Context: an optimization exercise on an open-source flow, tuned for small area and a short achievable clock period. The choices shown serve that exercise and are no tape-out recipe.
In this exercise RTL edits were held to simulation tests only and were not proved equivalent to the original.

<file path="flow/run.sh">
#!/bin/bash
# synth_recipe.tcl (not shown) runs the flow's synth.tcl, then flattens the netlist and writes it again
# the make line also repeats each setting of config.mk as NAME=value (left out here)
make -C /OpenROAD-flow-scripts/flow DESIGN_CONFIG=/design/flow/config.mk WORK_HOME=/design/flow/orfs CLKGATE_MAP_FILE= SYNTH_SCRIPT=/design/flow/synth_recipe.tcl finish
</file>
<file path="flow/config.mk">
export PLATFORM = sky130hd
export DESIGN_NAME = notch_filter
export DESIGN_NICKNAME = notch_filter
export VERILOG_FILES = /design/flow/design.v
export SDC_FILE = /design/flow/constraint.sdc
export NUM_CORES = 4
export LEC_CHECK = 0
export CAP_MARGIN = 20
export CORE_MARGIN = 2
export CORE_UTILIZATION = 40
export CTS_CLUSTER_DIAMETER = 100
export CTS_CLUSTER_SIZE = 30
export SLEW_MARGIN = 20
export SYNTH_HIERARCHICAL = 1
</file>
<file path="flow/constraint.sdc">
create_clock -name core_clock -period 12.0 [get_ports {clk}]
set_input_delay 2.4000 -clock core_clock [delete_from_list [all_inputs] [get_ports {clk}]]
set_output_delay 2.4000 -clock core_clock [all_outputs]
set_load 0.01 [all_outputs]
</file>
<file path="flow/design.v">
`timescale 1ns / 1ps
module nf_fa (input logic a, input logic b, input logic c, output logic s, output logic co);
    assign s = a ^ b ^ c;
    assign co = (a & b) | (a & c) | (b & c);
endmodule
module nf_ha (input logic a, input logic b, output logic s, output logic co);
    assign s = a ^ b;
    assign co = a & b;
endmodule
module nf_csa8 (input logic [7:0] a, input logic [7:0] b, input logic [7:0] c, output logic [15:0] y);
    for (genvar i = 0; i < 8; i++) begin : g
        nf_fa u (.a(a[i]), .b(b[i]), .c(c[i]), .s(y[i]), .co(y[8 + i]));
    end
endmodule
module nf_add8 (input logic [7:0] a, input logic [7:0] b, input logic cin, output logic [8:0] y);
    logic [8:0] c;
    assign c[0] = cin;
    for (genvar i = 0; i < 8; i++) begin : g
        nf_fa u (.a(a[i]), .b(b[i]), .c(c[i]), .s(y[i]), .co(c[i + 1]));
    end
    assign y[8] = c[8];
endmodule
module notch_filter #(
    parameter int DATA_WIDTH = 16
)(
    input  logic                    clk,
    input  logic                    rst_n,
    input  logic                    valid_i,
    input  logic signed [DATA_WIDTH-1:0] data_i,
    output logic                    valid_o,
    output logic signed [DATA_WIDTH-1:0] data_o
);
    logic [15:0] x;
    logic [31:0] s1, s2;
    logic [8:1] p;
    logic n80;
    logic n81;
    logic n82;
    logic n83;
    logic n84;
    logic n85;
    logic n86;
    logic n87;
    logic n88;
    logic n89;
    logic n90;
    logic n91;
    logic n92;
    logic n93;
    logic n94;
    logic n95;
    logic n96;
    logic n97;
    logic n98;
    logic n99;
    logic n100;
    logic n101;
    logic n102;
    logic n103;
    logic n104;
    logic n105;
    logic n106;
    logic n107;
    logic n108;
    logic n109;
    logic n110;
    logic n111;
    logic n112;
    logic n113;
    logic n114;
    logic n115;
    logic n116;
    logic n117;
    logic n118;
    logic n119;
    logic n120;
    logic n121;
    logic n122;
    logic n123;
    logic n124;
    logic n125;
    logic n126;
    logic n127;
    logic n128;
    logic n129;
    logic n130;
    logic n131;
    logic n132;
    logic n133;
    logic n134;
    logic n135;
    logic n136;
    logic n137;
    logic n138;
    logic n139;
    logic n140;
    logic n141;
    logic n142;
    logic n143;
    logic n144;
    logic n145;
    logic n146;
    logic n147;
    logic n148;
    logic n149;
    logic n150;
    logic n151;
    logic n152;
    logic n153;
    logic n154;
    logic n155;
    logic n156;
    logic n157;
    logic n158;
    logic n159;
    logic n160;
    logic n161;
    logic n162;
    logic n163;
    logic n164;
    logic n165;
    logic n166;
    logic n167;
    logic n168;
    logic n169;
    logic n170;
    logic n171;
    logic n172;
    logic n173;
    logic n174;
    logic n175;
    logic n176;
    logic n177;
    logic n178;
    logic n179;
    logic n180;
    logic n181;
    logic n182;
    logic n183;
    logic n184;
    logic n185;
    logic n186;
    logic n187;
    logic n188;
    logic n189;
    logic n190;
    logic n191;
    logic n192;
    logic n193;
    logic n194;
    logic n195;
    logic n196;
    logic n197;
    logic n198;
    logic n199;
    logic n200;
    logic n201;
    logic n208;
    logic n209;
    logic n210;
    logic n211;
    logic n212;
    logic n213;
    logic n214;
    logic n215;
    logic n216;
    logic n217;
    logic n218;
    logic n219;
    logic n220;
    logic n221;
    logic n222;
    logic n223;
    logic n224;
    logic n225;
    logic n226;
    logic n227;
    logic n228;
    logic n229;
    logic n230;
    logic n231;
    logic n232;
    logic n233;
    logic n234;
    logic n235;
    logic n236;
    logic n237;
    logic n238;
    logic n239;
    logic n240;
    logic n241;
    logic n242;
    logic n243;
    logic n244;
    logic n245;
    logic n246;
    logic n247;
    logic n248;
    logic n249;
    logic n250;
    logic n251;
    logic n252;
    logic n253;
    logic n254;
    logic n255;
    logic n256;
    logic n257;
    logic n258;
    logic n259;
    logic n260;
    logic n261;
    logic n262;
    logic n263;
    logic n266;
    logic n267;
    logic n268;
    logic n269;
    logic n270;
    logic n271;
    logic n272;
    logic n273;
    logic n274;
    logic n275;
    logic n276;
    logic n277;
    logic n278;
    logic n279;
    logic n280;
    logic n281;
    logic n282;
    logic n283;
    logic n284;
    logic n285;
    logic n286;
    logic n287;
    logic n288;
    logic n289;
    logic n290;
    logic n291;
    logic n292;
    logic n293;
    logic n294;
    logic n295;
    logic n296;
    logic n297;
    logic n298;
    logic n299;
    logic n300;
    logic n301;
    logic n302;
    logic n303;
    logic n304;
    logic n305;
    logic n306;
    logic n307;
    logic n308;
    logic n309;
    logic n310;
    logic n311;
    logic n312;
    logic n313;
    logic n314;
    logic n315;
    logic n316;
    logic n317;
    logic n318;
    logic n319;
    logic n320;
    logic n321;
    logic n322;
    logic n323;
    logic n324;
    logic n325;
    logic n326;
    logic n327;
    logic n328;
    logic n329;
    logic n348;
    logic n349;
    logic n350;
    logic n351;
    logic n352;
    logic n353;
    logic n354;
    logic n355;
    logic n356;
    logic n357;
    logic n358;
    logic n359;
    logic n360;
    logic n361;
    logic n362;
    logic n363;
    logic n364;
    logic n365;
    logic n366;
    logic n367;
    logic n368;
    logic n369;
    logic n370;
    logic n371;
    logic n372;
    logic n373;
    logic n374;
    logic n375;
    logic n376;
    logic n377;
    logic n378;
    logic n379;
    logic n380;
    logic n381;
    logic n382;
    logic n383;
    logic n384;
    logic n385;
    logic n412;
    logic n413;
    logic n414;
    logic n415;
    logic n416;
    logic n417;
    logic n418;
    logic n419;
    logic n420;
    logic n421;
    logic n422;
    logic n423;
    logic n424;
    logic n425;
    logic n426;
    logic n427;
    logic n428;
    logic n429;
    logic n430;
    logic n431;
    logic n432;
    logic n433;
    logic n434;
    logic n435;
    logic n436;
    logic n437;
    logic n438;
    logic n439;
    logic n440;
    logic n441;
    logic n442;
    logic n443;
    logic n444;
    logic n445;
    logic n446;
    logic n447;
    logic n448;
    logic n449;
    logic n450;
    logic n451;
    logic n452;
    logic n453;
    logic n454;
    logic n455;
    logic n456;
    logic n457;
    logic n458;
    logic n459;
    logic n460;
    logic n461;
    logic n462;
    logic n463;
    logic n464;
    logic n465;
    logic n466;
    logic n467;
    logic n468;
    logic n469;
    logic n470;
    logic n471;
    logic n472;
    logic n473;
    logic n474;
    logic n475;
    logic n476;
    logic n477;
    logic n478;
    logic n479;
    logic n480;
    logic n481;
    logic n482;
    logic n483;
    logic n484;
    logic n485;
    logic n486;
    logic n487;
    logic n488;
    logic n489;
    logic n490;
    logic n491;
    logic n492;
    logic n493;
    logic n494;
    logic n495;
    logic n496;
    logic n497;
    logic n498;
    logic n499;
    logic n500;
    logic n501;
    logic n502;
    logic n503;
    logic n504;
    logic n505;
    logic n506;
    logic n507;
    logic n508;
    logic n509;
    logic n510;
    logic n511;
    logic n512;
    logic n513;
    logic n514;
    logic n515;
    logic n516;
    logic n517;
    logic n518;
    logic n519;
    logic n520;
    logic n521;
    logic n522;
    logic n523;
    logic n524;
    logic n525;
    logic n526;
    logic n527;
    logic n528;
    logic n529;
    logic n530;
    logic n531;
    logic n532;
    logic n533;
    logic n534;
    logic n535;
    logic n536;
    logic n537;
    logic n538;
    logic n539;
    logic n540;
    logic n541;
    logic n542;
    logic n543;
    logic n544;
    logic n545;
    logic n546;
    logic n547;
    logic n548;
    logic n549;
    logic n550;
    logic n551;
    logic n552;
    logic n553;
    logic n554;
    logic n555;
    logic n556;
    logic n557;
    logic n558;
    logic n559;
    logic n560;
    logic n561;
    logic n562;
    logic n563;
    logic n564;
    logic n565;
    logic n566;
    logic n567;
    logic n568;
    logic n569;
    logic n570;
    logic n571;
    logic n572;
    logic n573;
    logic n574;
    logic n575;
    logic n576;
    logic n577;
    logic n578;
    logic n579;
    logic n580;
    logic n581;
    logic n582;
    logic n583;
    logic n584;
    logic n585;
    logic n586;
    logic n587;
    logic n588;
    logic n589;
    logic n590;
    logic n591;
    logic n592;
    logic n593;
    logic n594;
    logic n595;
    logic n596;
    logic n597;
    logic xs1;
    logic xs2;
    logic xs3;
    logic xq15_1;
    logic xq15_2;
    logic xq15_3;
    logic xq15_4;
    logic n88_d1;
    logic n90_d1;
    logic n92_d1;
    logic n94_d1;
    logic n96_d1;
    logic n98_d1;
    logic n100_d1;
    logic n101_d1;
    logic n108_d1;
    logic n109_d1;
    logic n120_d1;
    logic n121_d1;
    logic n140_d1;
    logic n141_d1;
    logic n145_d1;
    logic n162_d1;
    logic n163_d1;
    logic n180_d1;
    logic n182_d1;
    logic n183_d1;
    logic n200_d1;
    logic n220_d1;
    logic n222_d1;
    logic n223_d1;
    logic n238_d1;
    logic n240_d1;
    logic n241_d1;
    logic n258_d1;
    logic n260_d1;
    logic n261_d1;
    logic n283_d1;
    logic n301_d1;
    logic n320_d1;
    logic n321_d1;
    logic n348_d1;
    logic n350_d1;
    logic n352_d1;
    logic n353_d1;
    logic n364_d1;
    logic n366_d1;
    logic n368_d1;
    logic n370_d1;
    logic n372_d1;
    logic n373_d1;
    logic n380_d1;
    logic n382_d1;
    logic n384_d1;
    logic n384_d2;
    logic n412_d1;
    logic n412_d2;
    logic n413_d1;
    logic n414_d1;
    logic n416_d1;
    logic n418_d1;
    logic n420_d1;
    logic n422_d1;
    logic n424_d1;
    logic n426_d1;
    logic n428_d1;
    logic n430_d1;
    logic n431_d1;
    logic n438_d1;
    logic n440_d1;
    logic n442_d1;
    logic n444_d1;
    logic n446_d1;
    logic n447_d1;
    logic n448_d1;
    logic n450_d1;
    logic n452_d1;
    logic n454_d1;
    logic n455_d1;
    logic n458_d1;
    logic n460_d1;
    logic n462_d1;
    logic n464_d1;
    logic n466_d1;
    logic n468_d1;
    logic n470_d1;
    logic n472_d1;
    logic n474_d1;
    logic n475_d1;
    logic n478_d1;
    logic n480_d1;
    logic n482_d1;
    logic n484_d1;
    logic n485_d1;
    logic n486_d1;
    logic n487_d1;
    logic n502_d1;
    logic n504_d1;
    logic n505_d1;
    logic n522_d1;
    logic n524_d1;
    logic n525_d1;
    logic n535_d1;
    logic n548_d1;
    logic n549_d1;
    logic n564_d1;
    logic n565_d1;
    logic n584_d1;
    logic n585_d1;
    logic xd15_1;
    nf_ha u80 (.a(x[2]), .b(x[0]), .s(n80), .co(n81));
    nf_fa u82 (.a(x[3]), .b(x[1]), .c(n81), .s(n82), .co(n83));
    nf_fa u84 (.a(x[4]), .b(x[2]), .c(n83), .s(n84), .co(n85));
    nf_fa u86 (.a(x[5]), .b(x[3]), .c(n85), .s(n86), .co(n87));
    nf_fa u88 (.a(x[6]), .b(x[4]), .c(n87), .s(n88), .co(n89));
    nf_fa u90 (.a(x[7]), .b(x[5]), .c(n89), .s(n90), .co(n91));
    nf_fa u92 (.a(x[8]), .b(x[6]), .c(n91), .s(n92), .co(n93));
    nf_fa u94 (.a(x[9]), .b(x[7]), .c(n93), .s(n94), .co(n95));
    nf_fa u96 (.a(x[10]), .b(x[8]), .c(n95), .s(n96), .co(n97));
    nf_fa u98 (.a(x[11]), .b(x[9]), .c(n97), .s(n98), .co(n99));
    nf_fa u100 (.a(x[12]), .b(x[10]), .c(n99), .s(n100), .co(n101));
    nf_fa u102 (.a(x[13]), .b(x[11]), .c(n101_d1), .s(n102), .co(n103));
    nf_fa u104 (.a(x[14]), .b(x[12]), .c(n103), .s(n104), .co(n105));
    nf_fa u106 (.a(x[15]), .b(x[13]), .c(n105), .s(n106), .co(n107));
    nf_fa u108 (.a(xq15_2), .b(x[14]), .c(n107), .s(n108), .co(n109));
    nf_ha u110 (.a(n86), .b(x[0]), .s(n110), .co(n111));
    nf_fa u112 (.a(n88), .b(x[1]), .c(n111), .s(n112), .co(n113));
    nf_fa u114 (.a(n90), .b(n80), .c(n113), .s(n114), .co(n115));
    nf_fa u116 (.a(n92), .b(n82), .c(n115), .s(n116), .co(n117));
    nf_fa u118 (.a(n94), .b(n84), .c(n117), .s(n118), .co(n119));
    nf_fa u120 (.a(n96), .b(n86), .c(n119), .s(n120), .co(n121));
    nf_fa u122 (.a(n98_d1), .b(n88_d1), .c(n121_d1), .s(n122), .co(n123));
    nf_fa u124 (.a(n100_d1), .b(n90_d1), .c(n123), .s(n124), .co(n125));
    nf_fa u126 (.a(n102), .b(n92_d1), .c(n125), .s(n126), .co(n127));
    nf_fa u128 (.a(n104), .b(n94_d1), .c(n127), .s(n128), .co(n129));
    nf_fa u130 (.a(n106), .b(n96_d1), .c(n129), .s(n130), .co(n131));
    nf_fa u132 (.a(n108), .b(n98_d1), .c(n131), .s(n132), .co(n133));
    nf_fa u134 (.a(n109), .b(n100_d1), .c(n133), .s(n134), .co(n135));
    nf_fa u136 (.a(xs1), .b(n102), .c(n135), .s(n136), .co(n137));
    nf_fa u138 (.a(x[15]), .b(n104), .c(n137), .s(n138), .co(n139));
    nf_fa u140 (.a(xq15_2), .b(n106), .c(n139), .s(n140), .co(n141));
    nf_fa u142 (.a(xs2), .b(n108_d1), .c(n141_d1), .s(n142), .co(n143));
    nf_fa u144 (.a(xs2), .b(n109_d1), .c(n143), .s(n144), .co(n145));
    nf_ha u146 (.a(~x[1]), .b(~x[0]), .s(n146), .co(n147));
    nf_ha u148 (.a(~n80), .b(n147), .s(n148), .co(n149));
    nf_ha u150 (.a(~n82), .b(n149), .s(n150), .co(n151));
    nf_ha u152 (.a(~n84), .b(n151), .s(n152), .co(n153));
    nf_ha u154 (.a(~n110), .b(n153), .s(n154), .co(n155));
    nf_ha u156 (.a(~n112), .b(n155), .s(n156), .co(n157));
    nf_ha u158 (.a(~n114), .b(n157), .s(n158), .co(n159));
    nf_ha u160 (.a(~n116), .b(n159), .s(n160), .co(n161));
    nf_ha u162 (.a(~n118), .b(n161), .s(n162), .co(n163));
    nf_ha u164 (.a(~n120_d1), .b(n163_d1), .s(n164), .co(n165));
    nf_ha u166 (.a(~n122), .b(n165), .s(n166), .co(n167));
    nf_fa u168 (.a(x[0]), .b(~n124), .c(n167), .s(n168), .co(n169));
    nf_fa u170 (.a(x[1]), .b(~n126), .c(n169), .s(n170), .co(n171));
    nf_fa u172 (.a(x[2]), .b(~n128), .c(n171), .s(n172), .co(n173));
    nf_fa u174 (.a(x[3]), .b(~n130), .c(n173), .s(n174), .co(n175));
    nf_fa u176 (.a(x[4]), .b(~n132), .c(n175), .s(n176), .co(n177));
    nf_fa u178 (.a(x[5]), .b(~n134), .c(n177), .s(n178), .co(n179));
    nf_fa u180 (.a(x[6]), .b(~n136), .c(n179), .s(n180), .co(n181));
    nf_fa u182 (.a(x[7]), .b(~n138), .c(n181), .s(n182), .co(n183));
    nf_fa u184 (.a(x[8]), .b(~n140_d1), .c(n183_d1), .s(n184), .co(n185));
    nf_fa u186 (.a(x[9]), .b(~n142), .c(n185), .s(n186), .co(n187));
    nf_fa u188 (.a(x[10]), .b(~n144), .c(n187), .s(n188), .co(n189));
    nf_fa u190 (.a(x[11]), .b(~n145), .c(n189), .s(n190), .co(n191));
    nf_fa u192 (.a(x[12]), .b(~n145), .c(n191), .s(n192), .co(n193));
    nf_fa u194 (.a(x[13]), .b(~n145), .c(n193), .s(n194), .co(n195));
    nf_fa u196 (.a(x[14]), .b(~n145), .c(n195), .s(n196), .co(n197));
    nf_fa u198 (.a(xs2), .b(~n145), .c(n197), .s(n198), .co(n199));
    nf_fa u200 (.a(xs1), .b(~n145), .c(n199), .s(n200), .co(n201));
    nf_fa u208 (.a(x[3]), .b(n146), .c(n81), .s(n208), .co(n209));
    nf_fa u210 (.a(x[4]), .b(n148), .c(n209), .s(n210), .co(n211));
    nf_fa u212 (.a(x[5]), .b(n150), .c(n211), .s(n212), .co(n213));
    nf_fa u214 (.a(x[6]), .b(n152), .c(n213), .s(n214), .co(n215));
    nf_fa u216 (.a(x[7]), .b(n154), .c(n215), .s(n216), .co(n217));
    nf_fa u218 (.a(x[8]), .b(n156), .c(n217), .s(n218), .co(n219));
    nf_fa u220 (.a(x[9]), .b(n158), .c(n219), .s(n220), .co(n221));
    nf_fa u222 (.a(x[10]), .b(n160), .c(n221), .s(n222), .co(n223));
    nf_fa u224 (.a(x[11]), .b(n162_d1), .c(n223_d1), .s(n224), .co(n225));
    nf_fa u226 (.a(x[12]), .b(n164), .c(n225), .s(n226), .co(n227));
    nf_fa u228 (.a(x[13]), .b(n166), .c(n227), .s(n228), .co(n229));
    nf_fa u230 (.a(x[14]), .b(n168), .c(n229), .s(n230), .co(n231));
    nf_fa u232 (.a(xq15_2), .b(n170), .c(n231), .s(n232), .co(n233));
    nf_fa u234 (.a(xs1), .b(n172), .c(n233), .s(n234), .co(n235));
    nf_fa u236 (.a(x[15]), .b(n174), .c(n235), .s(n236), .co(n237));
    nf_fa u238 (.a(xq15_2), .b(n176), .c(n237), .s(n238), .co(n239));
    nf_fa u240 (.a(xs1), .b(n178), .c(n239), .s(n240), .co(n241));
    nf_fa u242 (.a(xq15_3), .b(n180_d1), .c(n241_d1), .s(n242), .co(n243));
    nf_fa u244 (.a(xq15_3), .b(n182_d1), .c(n243), .s(n244), .co(n245));
    nf_fa u246 (.a(xq15_3), .b(n184), .c(n245), .s(n246), .co(n247));
    nf_fa u248 (.a(xq15_3), .b(n186), .c(n247), .s(n248), .co(n249));
    nf_fa u250 (.a(xs1), .b(n188), .c(n249), .s(n250), .co(n251));
    nf_fa u252 (.a(xq15_3), .b(n190), .c(n251), .s(n252), .co(n253));
    nf_fa u254 (.a(xs1), .b(n192), .c(n253), .s(n254), .co(n255));
    nf_fa u256 (.a(xq15_3), .b(n194), .c(n255), .s(n256), .co(n257));
    nf_fa u258 (.a(xs1), .b(n196), .c(n257), .s(n258), .co(n259));
    nf_fa u260 (.a(xq15_3), .b(n198), .c(n259), .s(n260), .co(n261));
    nf_fa u262 (.a(xs3), .b(n200_d1), .c(n261_d1), .s(n262), .co(n263));
    nf_ha u266 (.a(s1[0]), .b(x[0]), .s(n266), .co(n267));
    nf_fa u268 (.a(s1[1]), .b(x[1]), .c(n267), .s(n268), .co(n269));
    nf_fa u270 (.a(s1[2]), .b(n80), .c(n269), .s(n270), .co(n271));
    nf_fa u272 (.a(s1[3]), .b(n208), .c(n271), .s(n272), .co(n273));
    nf_fa u274 (.a(s1[4]), .b(n210), .c(n273), .s(n274), .co(n275));
    nf_fa u276 (.a(s1[5]), .b(n212), .c(n275), .s(n276), .co(n277));
    nf_fa u278 (.a(s1[6]), .b(n214), .c(n277), .s(n278), .co(n279));
    nf_fa u280 (.a(s1[7]), .b(n216), .c(n279), .s(n280), .co(n281));
    nf_fa u282 (.a(s1[8]), .b(n218), .c(n281), .s(n282), .co(n283));
    nf_fa u284 (.a(s1[9]), .b(n220_d1), .c(n283_d1), .s(n284), .co(n285));
    nf_fa u286 (.a(s1[10]), .b(n222_d1), .c(n285), .s(n286), .co(n287));
    nf_fa u288 (.a(s1[11]), .b(n224), .c(n287), .s(n288), .co(n289));
    nf_fa u290 (.a(s1[12]), .b(n226), .c(n289), .s(n290), .co(n291));
    nf_fa u292 (.a(s1[13]), .b(n228), .c(n291), .s(n292), .co(n293));
    nf_fa u294 (.a(s1[14]), .b(n230), .c(n293), .s(n294), .co(n295));
    nf_fa u296 (.a(s1[15]), .b(n232), .c(n295), .s(n296), .co(n297));
    nf_fa u298 (.a(s1[16]), .b(n234), .c(n297), .s(n298), .co(n299));
    nf_fa u300 (.a(s1[17]), .b(n236), .c(n299), .s(n300), .co(n301));
    nf_fa u302 (.a(s1[18]), .b(n238_d1), .c(n301_d1), .s(n302), .co(n303));
    nf_fa u304 (.a(s1[19]), .b(n240_d1), .c(n303), .s(n304), .co(n305));
    nf_fa u306 (.a(s1[20]), .b(n242), .c(n305), .s(n306), .co(n307));
    nf_fa u308 (.a(s1[21]), .b(n244), .c(n307), .s(n308), .co(n309));
    nf_fa u310 (.a(s1[22]), .b(n246), .c(n309), .s(n310), .co(n311));
    nf_fa u312 (.a(s1[23]), .b(n248), .c(n311), .s(n312), .co(n313));
    nf_fa u314 (.a(s1[24]), .b(n250), .c(n313), .s(n314), .co(n315));
    nf_fa u316 (.a(s1[25]), .b(n252), .c(n315), .s(n316), .co(n317));
    nf_fa u318 (.a(s1[26]), .b(n254), .c(n317), .s(n318), .co(n319));
    nf_fa u320 (.a(s1[27]), .b(n256), .c(n319), .s(n320), .co(n321));
    nf_fa u322 (.a(s1[28]), .b(n258_d1), .c(n321_d1), .s(n322), .co(n323));
    nf_fa u324 (.a(s1[29]), .b(n260_d1), .c(n323), .s(n324), .co(n325));
    nf_fa u326 (.a(s1[30]), .b(n262), .c(n325), .s(n326), .co(n327));
    nf_fa u328 (.a(s1[31]), .b(n262), .c(n327), .s(n328), .co(n329));
    nf_ha u348 (.a(~x[0]), .b(n294), .s(n348), .co(n349));
    nf_fa u350 (.a(~x[1]), .b(n296), .c(n349), .s(n350), .co(n351));
    nf_fa u352 (.a(~x[2]), .b(n298), .c(n351), .s(n352), .co(n353));
    nf_fa u354 (.a(x[3]), .b(s1[17]), .c(~n353_d1), .s(n354), .co(n355));
    nf_fa u356 (.a(x[4]), .b(~n302), .c(n355), .s(n356), .co(n357));
    nf_fa u358 (.a(x[5]), .b(~n304), .c(n357), .s(n358), .co(n359));
    nf_fa u360 (.a(x[6]), .b(~n306), .c(n359), .s(n360), .co(n361));
    nf_fa u362 (.a(x[7]), .b(~n308), .c(n361), .s(n362), .co(n363));
    nf_fa u364 (.a(x[8]), .b(~n310), .c(n363), .s(n364), .co(n365));
    nf_fa u366 (.a(x[9]), .b(~n312), .c(n365), .s(n366), .co(n367));
    nf_fa u368 (.a(x[10]), .b(~n314), .c(n367), .s(n368), .co(n369));
    nf_fa u370 (.a(x[11]), .b(~n316), .c(n369), .s(n370), .co(n371));
    nf_fa u372 (.a(x[12]), .b(~n318), .c(n371), .s(n372), .co(n373));
    nf_fa u374 (.a(x[13]), .b(~n320_d1), .c(n373_d1), .s(n374), .co(n375));
    nf_fa u376 (.a(x[14]), .b(~n322), .c(n375), .s(n376), .co(n377));
    nf_fa u378 (.a(xs3), .b(~n324), .c(n377), .s(n378), .co(n379));
    nf_fa u380 (.a(xs3), .b(~n326), .c(n379), .s(n380), .co(n381));
    nf_fa u382 (.a(xs3), .b(~n328), .c(n381), .s(n382), .co(n383));
    nf_fa u384 (.a(xs3), .b(~n328), .c(n383), .s(n384), .co(n385));
    nf_ha u412 (.a(~n350), .b(~n348), .s(n412), .co(n413));
    nf_fa u414 (.a(n352_d1), .b(n350_d1), .c(~n413_d1), .s(n414), .co(n415));
    nf_fa u416 (.a(~n354), .b(n352_d1), .c(n415), .s(n416), .co(n417));
    nf_fa u418 (.a(n356), .b(n354), .c(~n417), .s(n418), .co(n419));
    nf_fa u420 (.a(n358), .b(n356), .c(n419), .s(n420), .co(n421));
    nf_fa u422 (.a(n360), .b(n358), .c(n421), .s(n422), .co(n423));
    nf_fa u424 (.a(n362), .b(n360), .c(n423), .s(n424), .co(n425));
    nf_fa u426 (.a(n364), .b(n362), .c(n425), .s(n426), .co(n427));
    nf_fa u428 (.a(n366), .b(n364), .c(n427), .s(n428), .co(n429));
    nf_fa u430 (.a(n368), .b(n366), .c(n429), .s(n430), .co(n431));
    nf_fa u432 (.a(n370_d1), .b(n368_d1), .c(n431_d1), .s(n432), .co(n433));
    nf_fa u434 (.a(n372_d1), .b(n370_d1), .c(n433), .s(n434), .co(n435));
    nf_fa u436 (.a(n374), .b(n372_d1), .c(n435), .s(n436), .co(n437));
    nf_fa u438 (.a(n376), .b(n374), .c(n437), .s(n438), .co(n439));
    nf_fa u440 (.a(n378), .b(n376), .c(n439), .s(n440), .co(n441));
    nf_fa u442 (.a(n380), .b(n378), .c(n441), .s(n442), .co(n443));
    nf_fa u444 (.a(n382), .b(n380), .c(n443), .s(n444), .co(n445));
    nf_fa u446 (.a(n384), .b(n382), .c(n445), .s(n446), .co(n447));
    nf_ha u448 (.a(n420), .b(~n348_d1), .s(n448), .co(n449));
    nf_fa u450 (.a(n422), .b(n412_d1), .c(n449), .s(n450), .co(n451));
    nf_fa u452 (.a(n424), .b(~n414), .c(n451), .s(n452), .co(n453));
    nf_fa u454 (.a(n426), .b(~n416), .c(n453), .s(n454), .co(n455));
    nf_fa u456 (.a(n428_d1), .b(n418_d1), .c(n455_d1), .s(n456), .co(n457));
    nf_fa u458 (.a(n430_d1), .b(n420_d1), .c(n457), .s(n458), .co(n459));
    nf_fa u460 (.a(n432), .b(n422_d1), .c(n459), .s(n460), .co(n461));
    nf_fa u462 (.a(n434), .b(n424_d1), .c(n461), .s(n462), .co(n463));
    nf_fa u464 (.a(n436), .b(n426_d1), .c(n463), .s(n464), .co(n465));
    nf_fa u466 (.a(n438), .b(n428_d1), .c(n465), .s(n466), .co(n467));
    nf_fa u468 (.a(n440), .b(n430_d1), .c(n467), .s(n468), .co(n469));
    nf_fa u470 (.a(n442), .b(n432), .c(n469), .s(n470), .co(n471));
    nf_fa u472 (.a(n444), .b(n434), .c(n471), .s(n472), .co(n473));
    nf_fa u474 (.a(n446), .b(n436), .c(n473), .s(n474), .co(n475));
    nf_fa u476 (.a(n447_d1), .b(n438_d1), .c(n475_d1), .s(n476), .co(n477));
    nf_fa u478 (.a(n447_d1), .b(n440_d1), .c(n477), .s(n478), .co(n479));
    nf_fa u480 (.a(n447_d1), .b(n442_d1), .c(n479), .s(n480), .co(n481));
    nf_fa u482 (.a(n447_d1), .b(n444_d1), .c(n481), .s(n482), .co(n483));
    nf_fa u484 (.a(n447_d1), .b(n446_d1), .c(n483), .s(n484), .co(n485));
    nf_ha u486 (.a(n454), .b(~n348_d1), .s(n486), .co(n487));
    nf_fa u488 (.a(n456), .b(n412_d2), .c(n487_d1), .s(n488), .co(n489));
    nf_fa u490 (.a(n458), .b(~n414_d1), .c(n489), .s(n490), .co(n491));
    nf_fa u492 (.a(n460), .b(~n416_d1), .c(n491), .s(n492), .co(n493));
    nf_fa u494 (.a(n462), .b(n418_d1), .c(n493), .s(n494), .co(n495));
    nf_fa u496 (.a(n464), .b(n448_d1), .c(n495), .s(n496), .co(n497));
    nf_fa u498 (.a(n466), .b(n450_d1), .c(n497), .s(n498), .co(n499));
    nf_fa u500 (.a(n468), .b(n452_d1), .c(n499), .s(n500), .co(n501));
    nf_fa u502 (.a(n470), .b(n454_d1), .c(n501), .s(n502), .co(n503));
    nf_fa u504 (.a(n472), .b(n456), .c(n503), .s(n504), .co(n505));
    nf_fa u506 (.a(n474_d1), .b(n458_d1), .c(n505_d1), .s(n506), .co(n507));
    nf_fa u508 (.a(n476), .b(n460_d1), .c(n507), .s(n508), .co(n509));
    nf_fa u510 (.a(n478), .b(n462_d1), .c(n509), .s(n510), .co(n511));
    nf_fa u512 (.a(n480), .b(n464_d1), .c(n511), .s(n512), .co(n513));
    nf_fa u514 (.a(n482), .b(n466_d1), .c(n513), .s(n514), .co(n515));
    nf_fa u516 (.a(n484), .b(n468_d1), .c(n515), .s(n516), .co(n517));
    nf_fa u518 (.a(n485), .b(n470_d1), .c(n517), .s(n518), .co(n519));
    nf_fa u520 (.a(n485), .b(n472_d1), .c(n519), .s(n520), .co(n521));
    nf_fa u522 (.a(n485), .b(n474_d1), .c(n521), .s(n522), .co(n523));
    nf_fa u524 (.a(n485), .b(n476), .c(n523), .s(n524), .co(n525));
    nf_fa u526 (.a(n485_d1), .b(n478_d1), .c(n525_d1), .s(n526), .co(n527));
    nf_fa u528 (.a(n485_d1), .b(n480_d1), .c(n527), .s(n528), .co(n529));
    nf_fa u530 (.a(n485_d1), .b(n482_d1), .c(n529), .s(n530), .co(n531));
    nf_fa u532 (.a(n485_d1), .b(n484_d1), .c(n531), .s(n532), .co(n533));
    nf_ha u534 (.a(~n348), .b(s2[0]), .s(n534), .co(n535));
    nf_fa u536 (.a(n412_d1), .b(s2[1]), .c(n535_d1), .s(n536), .co(n537));
    nf_fa u538 (.a(~n414), .b(s2[2]), .c(n537), .s(n538), .co(n539));
    nf_fa u540 (.a(~n416), .b(s2[3]), .c(n539), .s(n540), .co(n541));
    nf_fa u542 (.a(n418), .b(s2[4]), .c(n541), .s(n542), .co(n543));
    nf_fa u544 (.a(n448), .b(s2[5]), .c(n543), .s(n544), .co(n545));
    nf_fa u546 (.a(n450), .b(s2[6]), .c(n545), .s(n546), .co(n547));
    nf_fa u548 (.a(n452), .b(s2[7]), .c(n547), .s(n548), .co(n549));
    nf_fa u550 (.a(n486_d1), .b(s2[8]), .c(n549_d1), .s(n550), .co(n551));
    nf_fa u552 (.a(n488), .b(s2[9]), .c(n551), .s(n552), .co(n553));
    nf_fa u554 (.a(n490), .b(s2[10]), .c(n553), .s(n554), .co(n555));
    nf_fa u556 (.a(n492), .b(s2[11]), .c(n555), .s(n556), .co(n557));
    nf_fa u558 (.a(n494), .b(s2[12]), .c(n557), .s(n558), .co(n559));
    nf_fa u560 (.a(n496), .b(s2[13]), .c(n559), .s(n560), .co(n561));
    nf_fa u562 (.a(n498), .b(s2[14]), .c(n561), .s(n562), .co(n563));
    nf_fa u564 (.a(n500), .b(s2[15]), .c(n563), .s(n564), .co(n565));
    nf_fa u566 (.a(n502_d1), .b(s2[16]), .c(n565_d1), .s(n566), .co(n567));
    nf_fa u568 (.a(n504_d1), .b(s2[17]), .c(n567), .s(n568), .co(n569));
    nf_fa u570 (.a(n506), .b(s2[18]), .c(n569), .s(n570), .co(n571));
    nf_fa u572 (.a(n508), .b(s2[19]), .c(n571), .s(n572), .co(n573));
    nf_fa u574 (.a(n510), .b(s2[20]), .c(n573), .s(n574), .co(n575));
    nf_fa u576 (.a(n512), .b(s2[21]), .c(n575), .s(n576), .co(n577));
    nf_fa u578 (.a(n514), .b(s2[22]), .c(n577), .s(n578), .co(n579));
    nf_fa u580 (.a(n516), .b(s2[23]), .c(n579), .s(n580), .co(n581));
    nf_fa u582 (.a(n518), .b(s2[24]), .c(n581), .s(n582), .co(n583));
    nf_fa u584 (.a(n520), .b(s2[25]), .c(n583), .s(n584), .co(n585));
    nf_fa u586 (.a(n522_d1), .b(s2[26]), .c(n585_d1), .s(n586), .co(n587));
    nf_fa u588 (.a(n524_d1), .b(s2[27]), .c(n587), .s(n588), .co(n589));
    nf_fa u590 (.a(n526), .b(s2[28]), .c(n589), .s(n590), .co(n591));
    nf_fa u592 (.a(n528), .b(s2[29]), .c(n591), .s(n592), .co(n593));
    nf_fa u594 (.a(n530), .b(s2[30]), .c(n593), .s(n594), .co(n595));
    nf_fa u596 (.a(n532), .b(s2[31]), .c(n595), .s(n596), .co(n597));
    always_ff @(posedge clk) begin
        xs1 <= x[15];
        xs2 <= xs1;
        xs3 <= xs2;
        xq15_1 <= data_i[15];
        xq15_2 <= xq15_1;
        xq15_3 <= xq15_2;
        xq15_4 <= xq15_3;
        n88_d1 <= n88;
        n90_d1 <= n90;
        n92_d1 <= n92;
        n94_d1 <= n94;
        n96_d1 <= n96;
        n98_d1 <= n98;
        n100_d1 <= n100;
        n101_d1 <= n101;
        n108_d1 <= n108;
        n109_d1 <= n109;
        n120_d1 <= n120;
        n121_d1 <= n121;
        n140_d1 <= n140;
        n141_d1 <= n141;
        n145_d1 <= n145;
        n162_d1 <= n162;
        n163_d1 <= n163;
        n180_d1 <= n180;
        n182_d1 <= n182;
        n183_d1 <= n183;
        n200_d1 <= n200;
        n220_d1 <= n220;
        n222_d1 <= n222;
        n223_d1 <= n223;
        n238_d1 <= n238;
        n240_d1 <= n240;
        n241_d1 <= n241;
        n258_d1 <= n258;
        n260_d1 <= n260;
        n261_d1 <= n261;
        n283_d1 <= n283;
        n301_d1 <= n301;
        n320_d1 <= n320;
        n321_d1 <= n321;
        n348_d1 <= n348;
        n350_d1 <= n350;
        n352_d1 <= n352;
        n353_d1 <= n353;
        n364_d1 <= n364;
        n366_d1 <= n366;
        n368_d1 <= n368;
        n370_d1 <= n370;
        n372_d1 <= n372;
        n373_d1 <= n373;
        n380_d1 <= n380;
        n382_d1 <= n382;
        n384_d1 <= n384;
        n384_d2 <= n384_d1;
        n412_d1 <= n412;
        n412_d2 <= n412_d1;
        n413_d1 <= n413;
        n414_d1 <= n414;
        n416_d1 <= n416;
        n418_d1 <= n418;
        n420_d1 <= n420;
        n422_d1 <= n422;
        n424_d1 <= n424;
        n426_d1 <= n426;
        n428_d1 <= n428;
        n430_d1 <= n430;
        n431_d1 <= n431;
        n438_d1 <= n438;
        n440_d1 <= n440;
        n442_d1 <= n442;
        n444_d1 <= n444;
        n446_d1 <= n446;
        n447_d1 <= n447;
        n448_d1 <= n448;
        n450_d1 <= n450;
        n452_d1 <= n452;
        n454_d1 <= n454;
        n455_d1 <= n455;
        n458_d1 <= n458;
        n460_d1 <= n460;
        n462_d1 <= n462;
        n464_d1 <= n464;
        n466_d1 <= n466;
        n468_d1 <= n468;
        n470_d1 <= n470;
        n472_d1 <= n472;
        n474_d1 <= n474;
        n475_d1 <= n475;
        n478_d1 <= n478;
        n480_d1 <= n480;
        n482_d1 <= n482;
        n484_d1 <= n484;
        n485_d1 <= n485;
        n486_d1 <= n486;
        n487_d1 <= n487;
        n502_d1 <= n502;
        n504_d1 <= n504;
        n505_d1 <= n505;
        n522_d1 <= n522;
        n524_d1 <= n524;
        n525_d1 <= n525;
        n535_d1 <= n535;
        n548_d1 <= n548;
        n549_d1 <= n549;
        n564_d1 <= n564;
        n565_d1 <= n565;
        n584_d1 <= n584;
        n585_d1 <= n585;
        xd15_1 <= x[15];
        if (valid_i) x <= data_i;
    end
    always_ff @(posedge clk or negedge rst_n) begin
        if (!rst_n) begin
            p  <= '0;
            s1 <= '0;
            s2 <= '0;
        end else begin
            p <= {p[7:1], valid_i};
            if (p[2]) s1[0] <= n534;
            if (p[3]) s1[1] <= n536;
            if (p[3]) s1[2] <= n538;
            if (p[3]) s1[3] <= n540;
            if (p[3]) s1[4] <= n542;
            if (p[3]) s1[5] <= n544;
            if (p[3]) s1[6] <= n546;
            if (p[4]) s1[7] <= n548_d1;
            if (p[4]) s1[8] <= n550;
            if (p[4]) s1[9] <= n552;
            if (p[4]) s1[10] <= n554;
            if (p[4]) s1[11] <= n556;
            if (p[4]) s1[12] <= n558;
            if (p[4]) s1[13] <= n560;
            if (p[2]) s1[14] <= ~n294;
            if (p[4]) s1[14] <= n562;
            if (p[2]) s1[15] <= ~n296;
            if (p[5]) s1[15] <= n564_d1;
            if (p[2]) s1[16] <= ~n298;
            if (p[5]) s1[16] <= n566;
            if (p[2]) s1[17] <= ~n300;
            if (p[5]) s1[17] <= n568;
            if (p[3]) s1[18] <= ~n302;
            if (p[5]) s1[18] <= n570;
            if (p[3]) s1[19] <= ~n304;
            if (p[5]) s1[19] <= n572;
            if (p[3]) s1[20] <= ~n306;
            if (p[5]) s1[20] <= n574;
            if (p[3]) s1[21] <= ~n308;
            if (p[5]) s1[21] <= n576;
            if (p[3]) s1[22] <= ~n310;
            if (p[5]) s1[22] <= n578;
            if (p[3]) s1[23] <= ~n312;
            if (p[5]) s1[23] <= n580;
            if (p[3]) s1[24] <= ~n314;
            if (p[5]) s1[24] <= n582;
            if (p[3]) s1[25] <= ~n316;
            if (p[6]) s1[25] <= n584_d1;
            if (p[3]) s1[26] <= ~n318;
            if (p[6]) s1[26] <= n586;
            if (p[4]) s1[27] <= ~n320_d1;
            if (p[6]) s1[27] <= n588;
            if (p[4]) s1[28] <= ~n322;
            if (p[6]) s1[28] <= n590;
            if (p[4]) s1[29] <= ~n324;
            if (p[6]) s1[29] <= n592;
            if (p[4]) s1[30] <= ~n326;
            if (p[6]) s1[30] <= n594;
            if (p[4]) s1[31] <= ~n328;
            if (p[6]) s1[31] <= n596;
            if (p[5]) s2[7:0] <= ds_s2;
            if (p[6]) s2[15:8] <= ds_s2;
            if (p[7]) s2[23:16] <= ds_s2;
            if (p[8]) s2[31:24] <= ds_s2;
        end
    end
    logic [15:0] ds_xq1;
    logic [15:0] ds_xq2;
    logic [15:0] ds_xq3;
    logic [7:0] ds_x, ds_q, ds_d, ds_e, ds_e5, ds_e165, ds_t2, ds_s2;
    logic [7:0] ds_rd, ds_rd1, ds_rd2, ds_rd3, ds_re, ds_re165, ds_dr, ds_qr;
    logic [1:0] ds_eh, ds_e165h;
    logic [6:0] ds_e5h;
    logic [7:0] ds_re5, ds_v, ds_w;
    logic [15:0] ds_cs;
    logic ds_ca1, ds_ca2, ds_cb1, ds_cb2, ds_cc1, ds_cc2;
    logic [8:0] ds_sa1, ds_sa2, ds_sb1, ds_sb2, ds_sc1, ds_sc2;
    nf_add8 u_ds_sa2 (.a(ds_dr), .b(ds_qr), .cin(ds_ca2), .y(ds_sa2));
    assign ds_e = ds_sa2[7:0];
    nf_add8 u_ds_sb1 (.a(ds_e), .b({ds_e[5:0], ds_eh}), .cin(ds_cb1), .y(ds_sb1));
    assign ds_e5 = ds_sb1[7:0];
    nf_add8 u_ds_sc1 (.a(ds_e), .b({ds_rd1[1:0], ds_rd2[7:2]}), .cin(ds_cc1), .y(ds_sc1));
    assign ds_t2 = ds_sc1[7:0];
    assign ds_v = ~{ds_re5[5:0], ds_e5h[6:5]};
    assign ds_w = ~{ds_re5[0], ds_e5h};
    nf_csa8 u_ds_cs (.a(ds_re), .b(ds_v), .c(ds_w), .y(ds_cs));
    nf_add8 u_ds_sc2 (.a(ds_cs[7:0]), .b({ds_cs[14:8], ds_cb2}), .cin(ds_cc2), .y(ds_sc2));
    assign ds_s2 = ds_sc2[7:0];
    always_ff @(posedge clk) begin
        ds_dr <= p[3] ? {n362, n360, n358, n356, n354, ~n352_d1, ~n350_d1, ~n348_d1} : p[4] ? {n378, n376, n374, n372_d1, n370_d1, n368_d1, n366_d1, n364_d1} : p[5] ? {n384_d1, n384_d1, n384_d1, n384_d1, n384_d1, n384_d1, n382_d1, n380_d1} : {n384_d2, n384_d2, n384_d2, n384_d2, n384_d2, n384_d2, n384_d2, n384_d2};
        ds_qr <= p[3] ? {~n308, ~n306, ~n304, ~n302, s1[17], s1[16], s1[15], s1[14]} : p[4] ? {~n324, ~n322, ~n320_d1, s1[26], s1[25], s1[24], s1[23], s1[22]} : p[5] ? {s1[31], s1[31], s1[31], s1[31], s1[31], s1[31], s1[31], s1[30]} : {s1[31], s1[31], s1[31], s1[31], s1[31], s1[31], s1[31], s1[31]};
        ds_ca2 <= p[3] | ds_sa2[8];
        ds_cb1 <= ~p[3] & ds_sb1[8];
        ds_cc1 <= ~p[3] & ds_sc1[8];
        ds_eh <= p[3] ? 2'b0 : ds_e[7:6];
        ds_rd1 <= p[3] ? 8'b0 : ds_dr;
        ds_rd2 <= (p[3] | p[4]) ? 8'b0 : ds_rd1;
        ds_re <= ds_t2;
        ds_re5 <= ds_e5;
        ds_cb2 <= p[4] | ds_cs[15];
        ds_cc2 <= p[4] | ds_sc2[8];
        ds_e5h <= p[4] ? 7'b0 : ds_re5[7:1];
    end
    assign valid_o = p[4];
    assign data_o[0] = ~s1[14];
    assign data_o[1] = ~s1[15];
    assign data_o[2] = ~s1[16];
    assign data_o[3] = ~s1[17];
    assign data_o[4] = ~s1[18];
    assign data_o[5] = ~s1[19];
    assign data_o[6] = ~s1[20];
    assign data_o[7] = ~s1[21];
    assign data_o[8] = ~s1[22];
    assign data_o[9] = ~s1[23];
    assign data_o[10] = ~s1[24];
    assign data_o[11] = ~s1[25];
    assign data_o[12] = ~s1[26];
    assign data_o[13] = n320_d1;
    assign data_o[14] = n322;
    assign data_o[15] = n324;
endmodule
</file>
==> run summary <==
[metrics by stage]
step | instance area [µm²] | cells
final | 13800 | 1244
after global placement | 13400 | 1224
after floorplan | 12700 | 808
after detailed placement | 13400 | 1224
after global routing | 13800 | 1244
after CTS | 13800 | 1244
[final cells by class]
class / instances / area [µm²] / share of cell area [%]
multi-input combinational: 450 / 6580 / 47.8
sequential: 255 / 5630 / 40.9
tap: 402 / 503 / 3.65
timing repair buffer: 39 / 378 / 2.74
clock buffer: 15 / 333 / 2.42
inverter: 78 / 293 / 2.13
clock inverter: 5 / 52.6 / 0.382
[per-module statistics from Yosys, one instance, submodules excluded, excerpt]
module        cells  flops+latches  cell area (µm²)  copies in the design
notch_filter    531            255             7310                     1
nf_fa             1              0             20.0                   254
nf_ha             1              0             12.5                    19
nf_add8           1              0             7.51                     4
[synth_stat cells (2+ instances only)]
library cell,n,share of area (%)
sky130_fd_sc_hd__fa_1,254,40
sky130_fd_sc_hd__dfxtp_1,167,26
sky130_fd_sc_hd__inv_1,76,2.3
sky130_fd_sc_hd__dfrtp_1,72,14
sky130_fd_sc_hd__mux2_2,46,4.1
sky130_fd_sc_hd__nand2_1,31,0.92
sky130_fd_sc_hd__o21ai_0,30,1.2
sky130_fd_sc_hd__ha_1,19,1.9
sky130_fd_sc_hd__edfxtp_1,16,3.8
sky130_fd_sc_hd__nor2b_1,11,0.54
sky130_fd_sc_hd__buf_4,9,0.53
sky130_fd_sc_hd__nor2_1,8,0.24
sky130_fd_sc_hd__a21oi_1,7,0.28
sky130_fd_sc_hd__and2_1,7,0.35
sky130_fd_sc_hd__buf_2,7,0.28
sky130_fd_sc_hd__clkbuf_1,6,0.18
sky130_fd_sc_hd__mux2i_1,6,0.47
sky130_fd_sc_hd__a211oi_1,5,0.30
sky130_fd_sc_hd__and2b_1,5,0.30
sky130_fd_sc_hd__o221a_2,4,0.36
sky130_fd_sc_hd__a221oi_1,3,0.21
sky130_fd_sc_hd__buf_6,3,0.27
sky130_fd_sc_hd__or2_2,3,0.15
sky130_fd_sc_hd__inv_2,2,0.059
sky130_fd_sc_hd__nand2b_1,2,0.099
sky130_fd_sc_hd__nor2_2,2,0.099
sky130_fd_sc_hd__o22ai_1,2,0.099
[logic make-up after synthesis]
kind of cell / Yosys count / synth area share (%)
adder cells (fa/ha/maj): 273 / 42.0
flip-flops: 255 / 44.4
buffers and inverters: 103 / 3.57
AND/OR/NAND/NOR: 70 / 2.73
AO/OA/AOI/OAI: 55 / 2.67
multiplexers: 52 / 4.57
[flip-flops by register name, indices dropped and copies added (netlist names), 2 cells and up]
name    flops
ds_dr       8
ds_e5h      7
ds_eh       2
ds_qr       8
ds_rd1      8
ds_rd2      6
ds_re       8
ds_re5      8
p           8
s1         32
s2         32
x          16
[final timing paths]
check,startpoint,endpoint,slack [ns],depth (start not counted)
max in group asynchronous,rst_n,s1[30],9.18,2
setup / recovery,n447_d1,n524_d1,7.12,10
setup reg to reg,n447_d1,n524_d1,7.12,10
hold / removal,xq15_1,xq15_2,0.34,0
min in group asynchronous,rst_n,s2[27],1.74,1
hold reg to reg,xq15_1,xq15_2,0.34,0
[metal layers]
metal | wire, µm | share of wire (%) | track usage [%]
met2 | 11600 | 47 | 26.1
met1 | 11400 | 46 | 23.6
met4 | 399 | 1.6 | 3.03
met3 | 1240 | 5.0 | 2.61
met5 | 0 | 0 | 0
[worst register-to-register path, cell delays in order, from the launching register on]
cell and delay [ns]:
sky130_fd_sc_hd__dfxtp_1 0.56, sky130_fd_sc_hd__fa_1 0.55, sky130_fd_sc_hd__fa_1 0.47, sky130_fd_sc_hd__fa_1 0.39
sky130_fd_sc_hd__fa_1 0.39, sky130_fd_sc_hd__fa_1 0.39, sky130_fd_sc_hd__fa_1 0.40, sky130_fd_sc_hd__fa_1 0.40
sky130_fd_sc_hd__fa_1 0.39, sky130_fd_sc_hd__fa_1 0.40, sky130_fd_sc_hd__fa_1 0.43
==> metrics.cfg <==
[run_status]
run_status = no timing/DRC/antenna violations

[final_layout]
layout.cells.most_common = sky130_fd_sc_hd__fa_1
final_net_count = 1129
fin_util_pct = 43.9
final_layout_size_suffix_gt1_share_pct = 9.50
antenna_cells_inserted = 0
layout_common_cells = sky130_fd_sc_hd__fa_1, sky130_fd_sc_hd__dfxtp_1, sky130_fd_sc_hd__inv_1
fill_cells = 2860
area_growth_pct = 8.75

[drt]
drt_wl_total_um = 24600
drtAntennaViolNets = 0
detailedRoute.firstPassIterationCount = 4
drcViolationCount = 0
drt-vias-per-instance = 4.61
route.detailed.wl_per_inst_um = 19.8
detailedRoute.firstIterationViolations = 258
num_vias = 5733

[synthesis]
synthesis.yosys.warnings = 7
synth.distinct_cells = 32
postSynth.asyncResetShare_pct = 28.2
syn_nets = 1100
synth_enable_flop_cells = 16
sequential_cell_area_fraction_in_the_yosys_report_pct = 44.4
synthesis.area_um2 = 12700
syn_avg_cell_area_um2 = 15.7
synth-seq-cells = 255
synth_cells = 808
synthFlopType = sky130_fd_sc_hd__dfxtp_1

[timing]
grt_setup_unrepaired = no
timing.fmax_mhz = 205
maxSlewViolCount = 0
final_min_period_over_clock_period_pct = 40.6
report.final.setup_viol = 0
final.setup_skew_ns = 0.0217
relSlewSlack_pct = 30.7
setup_tns_ns = 0
worst_margin_pin_slew_ns = 1.04
timing.hold.ws_ns = 0.336
finalHoldViolCount = 0
timing.final.crit_period_ns = 4.88
finalWorstSetupSlack_ns = 7.12

[clock_tree]
number_of_setup_buffers_added_after_cts = 0
ctsLongestPathBuffers = 3
clock_tree_from_tritoncts = built
clk_transition_reported_paths_ns = 0.11
ctsRootBufferMaster = sky130_fd_sc_hd__clkbuf_16
cts_resized = 0
clk_latency_worst_skew_pair_ns = 0.49
htree_levels = 1
cts_hold_buffers = 0
tritoncts_num_sinks = 255
num_cts_buffers = 13

[global_routing]
grt_util_all_layers_pct = 16.2
first_pass_grt_wire_length_um = 39900
grt_antenna_before_repair = 1
globalRouteOverflowTotal = 0
grt_pass1_vias = 6705
grt_start_max_net_pins = 62

[critical_path]
cp.required_ns = 12.36
worst_path_max_delay_cell = sky130_fd_sc_hd__dfxtp_1
critical_path.most_common_cell = sky130_fd_sc_hd__fa_1
critical_path.max_stage_delay_ns = 0.56
worst_ep_arrival_time_ns = 5.24
critical_path.cell_chain = fa_1 > fa_1 > fa_1 > fa_1 > fa_1 > fa_1 > fa_1 > fa_1 > fa_1 > fa_1
endpoint_kind = flip-flop
critical_path_class = flip-flop to flip-flop
cpLargestDelayFamily = adder cells
critical_path_buf_inv_count = 0
crit_path_max_fanout = 5
critPathLaunchType = flip-flop

[die]
core.rowCount = 65
y_dimension_of_the_die_um = 182
top_level_ports = 36
floorplan.die.width_um = 182
fp.dieArea_um2 = 33100
effective_utilization_at_floorplan_pct = 40.3
core_region_area_um2 = 31400

[hold_path]
worst_hold_path_type = flip-flop to flip-flop

[placement]
post-place-ws_ns = 7.12
io_buffers = 35
post-dp-hpwl_um = 20000
gpl.final_weighted_congestion = 0.798

[flow_run]
drv_cap = 0

afterwards: timing with drivers on the ports:
No port has a modelled driver above. Below, the same layout with a new extraction and two added sets of constraints. Step 1 sets driving cells, clkbuf_16 on the clock port and buf_2 on the other inputs (assumed; they add their load-dependent delay and slew). Step 2 moves the port delays by t, midway between the first and last clock arrival at a register: inputs arrive t later, outputs are due t later. That takes back most of the time a late clock gives input paths. Three values: ideal, step 1, step 2; two values: the first two.
t (ns): 0.526
setup WS [ns]: 7.124 / 7.107 / 7.124
latest minus earliest clock arrival (ns): 0.023 / 0.023
After both steps setup and hold are still met in this run. For this run, drivers alone change the setup slack by -0.017 ns; drivers and shift together by 0.000 ns.
